Background: an optimization exercise with open tools, aiming at small area and a short achievable clock period. Do not read the settings as production practice.
RTL that was checked went through simulation tests only; none was proved equivalent to the original.
Power figures rest on the tool's default switching activity, not on a simulated workload.

## red
==> flow/design.v <==
`timescale 1ns / 1ps
module mul_csa (
    input  [7:0] A,
    input  [9:1] A3,
    input  [7:0] B,
    output [15:0] s,
    output [14:0] t
);
    wire [9:0] a1 = {2'b0, A};
    wire [9:0] a2 = {1'b0, A, 1'b0};
    wire [9:0] p0, p1, p2, p3;
    wire [1:0] d0 = B[1:0];
    assign p0 = ({10{d0 == 2'd1}} & a1) | ({10{d0 == 2'd2}} & a2) |
                ({10{d0 == 2'd3}} & {A3, A[0]});
    wire [1:0] d1 = B[3:2];
    assign p1 = ({10{d1 == 2'd1}} & a1) | ({10{d1 == 2'd2}} & a2) |
                ({10{d1 == 2'd3}} & {A3, A[0]});
    wire [1:0] d2 = B[5:4];
    assign p2 = ({10{d2 == 2'd1}} & a1) | ({10{d2 == 2'd2}} & a2) |
                ({10{d2 == 2'd3}} & {A3, A[0]});
    wire [1:0] d3 = B[7:6];
    assign p3 = ({10{d3 == 2'd1}} & a1) | ({10{d3 == 2'd2}} & a2) |
                ({10{d3 == 2'd3}} & {A3, A[0]});
    wire hs0 = p0[6] ^ p1[4];
    wire hc0 = p0[6] & p1[4];
    wire fs0 = p0[7] ^ p1[5] ^ p2[3];
    wire fc0 = (p0[7] & p1[5]) | (p0[7] & p2[3]) | (p1[5] & p2[3]);
    wire fs1 = p0[8] ^ p1[6] ^ p2[4];
    wire fc1 = (p0[8] & p1[6]) | (p0[8] & p2[4]) | (p1[6] & p2[4]);
    wire fs2 = p0[9] ^ p1[7] ^ p2[5];
    wire fc2 = (p0[9] & p1[7]) | (p0[9] & p2[5]) | (p1[7] & p2[5]);
    wire hs1 = p1[8] ^ p2[6];
    wire hc1 = p1[8] & p2[6];
    wire hs2 = p1[9] ^ p2[7];
    wire hc2 = p1[9] & p2[7];
    wire hs3 = p0[4] ^ p1[2];
    wire hc3 = p0[4] & p1[2];
    wire fs3 = p0[5] ^ p1[3] ^ p2[1];
    wire fc3 = (p0[5] & p1[3]) | (p0[5] & p2[1]) | (p1[3] & p2[1]);
    wire fs4 = p2[2] ^ p3[0] ^ hs0;
    wire fc4 = (p2[2] & p3[0]) | (p2[2] & hs0) | (p3[0] & hs0);
    wire fs5 = p3[1] ^ hc0 ^ fs0;
    wire fc5 = (p3[1] & hc0) | (p3[1] & fs0) | (hc0 & fs0);
    wire fs6 = p3[2] ^ fc0 ^ fs1;
    wire fc6 = (p3[2] & fc0) | (p3[2] & fs1) | (fc0 & fs1);
    wire fs7 = p3[3] ^ fc1 ^ fs2;
    wire fc7 = (p3[3] & fc1) | (p3[3] & fs2) | (fc1 & fs2);
    wire fs8 = p3[4] ^ hs1 ^ fc2;
    wire fc8 = (p3[4] & hs1) | (p3[4] & fc2) | (hs1 & fc2);
    wire fs9 = p3[5] ^ hc1 ^ hs2;
    wire fc9 = (p3[5] & hc1) | (p3[5] & hs2) | (hc1 & hs2);
    wire fs10 = p2[8] ^ p3[6] ^ hc2;
    wire fc10 = (p2[8] & p3[6]) | (p2[8] & hc2) | (p3[6] & hc2);
    wire hs4 = p2[9] ^ p3[7];
    wire hc4 = p2[9] & p3[7];
    assign s[0] = p0[0];
    assign s[1] = p0[1];
    assign s[2] = p0[2];
    assign s[3] = p0[3];
    assign s[4] = p2[0];
    assign s[5] = hc3;
    assign s[6] = fc3;
    assign s[7] = fc4;
    assign s[8] = fc5;
    assign s[9] = fc6;
    assign s[10] = fc7;
    assign s[11] = fs9;
    assign s[12] = fs10;
    assign s[13] = hs4;
    assign s[14] = p3[8];
    assign s[15] = p3[9];
    assign t[0] = 1'b0;
    assign t[1] = 1'b0;
    assign t[2] = p1[0];
    assign t[3] = p1[1];
    assign t[4] = hs3;
    assign t[5] = fs3;
    assign t[6] = fs4;
    assign t[7] = fs5;
    assign t[8] = fs6;
    assign t[9] = fs7;
    assign t[10] = fs8;
    assign t[11] = fc8;
    assign t[12] = fc9;
    assign t[13] = fc10;
    assign t[14] = hc4;
endmodule
module pe (
    input clk,
    input [2:0] a,
    input [1:0] r,
    input [7:0] in1,
    input [7:0] filter,
    output reg [15:0] pe_out
);
    reg [7:0] A, B;
    reg [9:1] A3;      
    reg [15:0] cs;
    reg [14:4] ct;
    reg cc;
    wire [15:0] ms;
    wire [14:0] mt;
    mul_csa mul (.A(A), .A3(A3), .B(B), .s(ms), .t(mt));
    reg [15:0] xs;
    reg [14:0] xt;
    always @(*) begin
        case (a)
            3'b000: begin xs = {{(16-8){1'b0}}, A};  xt = {{(15-8){1'b0}}, B}; end
            3'b001: begin xs = ms;                     xt = mt; end
            3'b010: begin xs = {{(16-8){1'b0}}, A & B}; xt = 0; end
            3'b011: begin xs = {{(16-8){1'b0}}, A | B}; xt = 0; end
            3'b100: begin xs = {{(16-8){1'b0}}, ~A}; xt = 0; end
            default: begin xs = {{(16-8){1'b0}}, ~B}; xt = 0; end
        endcase
    end
    wire [4:0] lo_mul = ms[3:0] + mt[3:0];
    wire [4:0] lo_add = A[3:0] + B[3:0];
    wire [4:0] lo = (a == 3'b001) ? lo_mul : (a == 3'b000) ? lo_add : {1'b0, xs[3:0]};
    wire [15:4] hi = cs[15:4] + ct + cc;
    always @(posedge clk) begin
        if (r == 2'b00) begin
            A <= in1;
            A3 <= in1[7:1] + in1;
            B <= filter;
        end
        if (r == 2'b01)
            pe_out <= {hi, cs[3:0]};
        if (~(a[2] & a[1])) begin
            cs <= {xs[15:4], lo[3:0]};
            ct <= xt[14:4];
            cc <= lo[4];
        end
    end
endmodule
module TopModule (
    input clk,
    input [31:0] global_data,
    input [7:0] global_control,
    input [11:0] global_control2,
    input [31:0] global_filter,
    output [63:0] global_output
);
    genvar i;
    generate
        for (i = 0; i < 4; i = i + 1) begin : PE_INST
            pe pe_inst (
                .clk(clk),
                .a(global_control2[3*i +: 3]),
                .r(global_control[2*i +: 2]),
                .in1(global_data[8*i +: 8]),
                .filter(global_filter[8*i +: 8]),
                .pe_out(global_output[16*i +: 16])
            );
        end
    endgenerate
endmodule
Settings: LEC_CHECK=0, CAP_MARGIN=20, CORE_MARGIN=2, CORE_UTILIZATION=60, CTS_CLUSTER_DIAMETER=150, CTS_CLUSTER_SIZE=28, SETUP_SLACK_MARGIN=4.4, SLEW_MARGIN=20; clock period 7.0 ns.
standard.sh (not shown) runs the stock make flow with config.mk's settings and CLKGATE_MAP_FILE= SYNTH_SCRIPT=/design/flow/synth_recipe.tcl, a recipe that flattens the netlist after the stock synthesis.
==> flow/flow/run.sh <==
#!/bin/bash
# Standard synthesis, then the standard layout steps, with the port buffers
# started as sky130_fd_sc_hd__buf_1 (timing repair resizes them as needed).
set -euo pipefail
bash standard.sh synth > synth_make.log 2>&1
export BUFFER_PORTS_ARGS="-buffer_cell sky130_fd_sc_hd__buf_1"
bash standard.sh finish > finish_make.log 2>&1
[inputs] orange vs red
--- a/flow/design.v
+++ b/flow/design.v
@@ -2,5 +2,5 @@
 module mul_csa (
     input  [7:0] A,
-    input  [9:1] A3,
+    input  [9:3] A3,
     input  [7:0] B,
     output [15:0] s,
@@ -12,14 +12,14 @@
     wire [1:0] d0 = B[1:0];
     assign p0 = ({10{d0 == 2'd1}} & a1) | ({10{d0 == 2'd2}} & a2) |
-                ({10{d0 == 2'd3}} & {A3, A[0]});
+                ({10{d0 == 2'd3}} & {A3, A[2] ^ (A[1] & ~A[0]), A[1] ^ A[0], A[0]});
     wire [1:0] d1 = B[3:2];
     assign p1 = ({10{d1 == 2'd1}} & a1) | ({10{d1 == 2'd2}} & a2) |
-                ({10{d1 == 2'd3}} & {A3, A[0]});
+                ({10{d1 == 2'd3}} & {A3, A[2] ^ (A[1] & ~A[0]), A[1] ^ A[0], A[0]});
     wire [1:0] d2 = B[5:4];
     assign p2 = ({10{d2 == 2'd1}} & a1) | ({10{d2 == 2'd2}} & a2) |
-                ({10{d2 == 2'd3}} & {A3, A[0]});
+                ({10{d2 == 2'd3}} & {A3, A[2] ^ (A[1] & ~A[0]), A[1] ^ A[0], A[0]});
     wire [1:0] d3 = B[7:6];
     assign p3 = ({10{d3 == 2'd1}} & a1) | ({10{d3 == 2'd2}} & a2) |
-                ({10{d3 == 2'd3}} & {A3, A[0]});
+                ({10{d3 == 2'd3}} & {A3, A[2] ^ (A[1] & ~A[0]), A[1] ^ A[0], A[0]});
     wire hs0 = p0[6] ^ p1[4];
     wire hc0 = p0[6] & p1[4];
@@ -34,10 +34,10 @@
     wire hs2 = p1[9] ^ p2[7];
     wire hc2 = p1[9] & p2[7];
-    wire hs3 = p0[4] ^ p1[2];
-    wire hc3 = p0[4] & p1[2];
+    wire hs3 = p0[4] ^ p2[0];
+    wire hc3 = p0[4] & p2[0];
     wire fs3 = p0[5] ^ p1[3] ^ p2[1];
     wire fc3 = (p0[5] & p1[3]) | (p0[5] & p2[1]) | (p1[3] & p2[1]);
-    wire fs4 = p2[2] ^ p3[0] ^ hs0;
-    wire fc4 = (p2[2] & p3[0]) | (p2[2] & hs0) | (p3[0] & hs0);
+    wire fs4 = p3[0] ^ hs0 ^ p2[2];
+    wire fc4 = (p3[0] & hs0) | (p3[0] & p2[2]) | (hs0 & p2[2]);
     wire fs5 = p3[1] ^ hc0 ^ fs0;
     wire fc5 = (p3[1] & hc0) | (p3[1] & fs0) | (hc0 & fs0);
@@ -56,7 +56,7 @@
     assign s[0] = p0[0];
     assign s[1] = p0[1];
-    assign s[2] = p0[2];
+    assign s[2] = p1[0];
     assign s[3] = p0[3];
-    assign s[4] = p2[0];
+    assign s[4] = hs3;
     assign s[5] = hc3;
     assign s[6] = fc3;
@@ -72,7 +72,7 @@
     assign t[0] = 1'b0;
     assign t[1] = 1'b0;
-    assign t[2] = p1[0];
+    assign t[2] = p0[2];
     assign t[3] = p1[1];
-    assign t[4] = hs3;
+    assign t[4] = p1[2];
     assign t[5] = fs3;
     assign t[6] = fs4;
@@ -95,5 +95,5 @@
 );
     reg [7:0] A, B;
-    reg [9:1] A3;      
+    reg [9:3] A3;      
     reg [15:0] cs;
     reg [14:4] ct;
@@ -102,4 +102,5 @@
     wire [14:0] mt;
     mul_csa mul (.A(A), .A3(A3), .B(B), .s(ms), .t(mt));
+    wire [8:0] in3 = in1[7:1] + in1;    
     reg [15:0] xs;
     reg [14:0] xt;
@@ -121,5 +122,5 @@
         if (r == 2'b00) begin
             A <= in1;
-            A3 <= in1[7:1] + in1;
+            A3 <= in3[8:2];
             B <= filter;
         end
### Flow results
orange closes out successfully: all stages finished, all timing, DRC and antenna checks passed. Going from red to orange, final design area excluding fillers -1.8%, mean post-synth cell area +about 0.9%. In the reports for orange and red, the larger detailed-route via count belongs to red. Diff red -> orange: combinational share of power rose by 0.9 points; die area has decreased. Looking at slowest library cell on the worst path, the edfxtp_1 result is from orange; the fa_1 one comes from red.
The RTL of orange was laid out without a check of its function.

## afterwards: timing with drivers on the ports
Ports are ideal in the flow. The routed layouts listed here were re-timed in OpenROAD. Step 1, drivers: a clkbuf_16 drives clk and a buf_2 each remaining input, both assumed. Step 2 moves the port delays by t, midway between the first and last clock arrival at a register: inputs arrive t later, outputs are due t later. That takes back most of the time a late clock gives input paths. a / b / c = ideal ports / drivers / drivers and shift; a / b = the first two.
run	shift t [ns]	setup slack, ns	latest minus earliest clock arrival (ns)	worst data-port slew with drivers (ns)	cell pins on the clock port's net
red	0.540	4.439 / 4.434 / 3.944	0.008 / 0.009	0.06	1
orange	0.544	4.430 / 4.430 / 3.981	0.022 / 0.022	0.07	1
After both steps setup and hold are still met in every run listed. The setup slack of red, which loses most, moves by -0.005 ns with the drivers and by -0.495 ns with both steps.
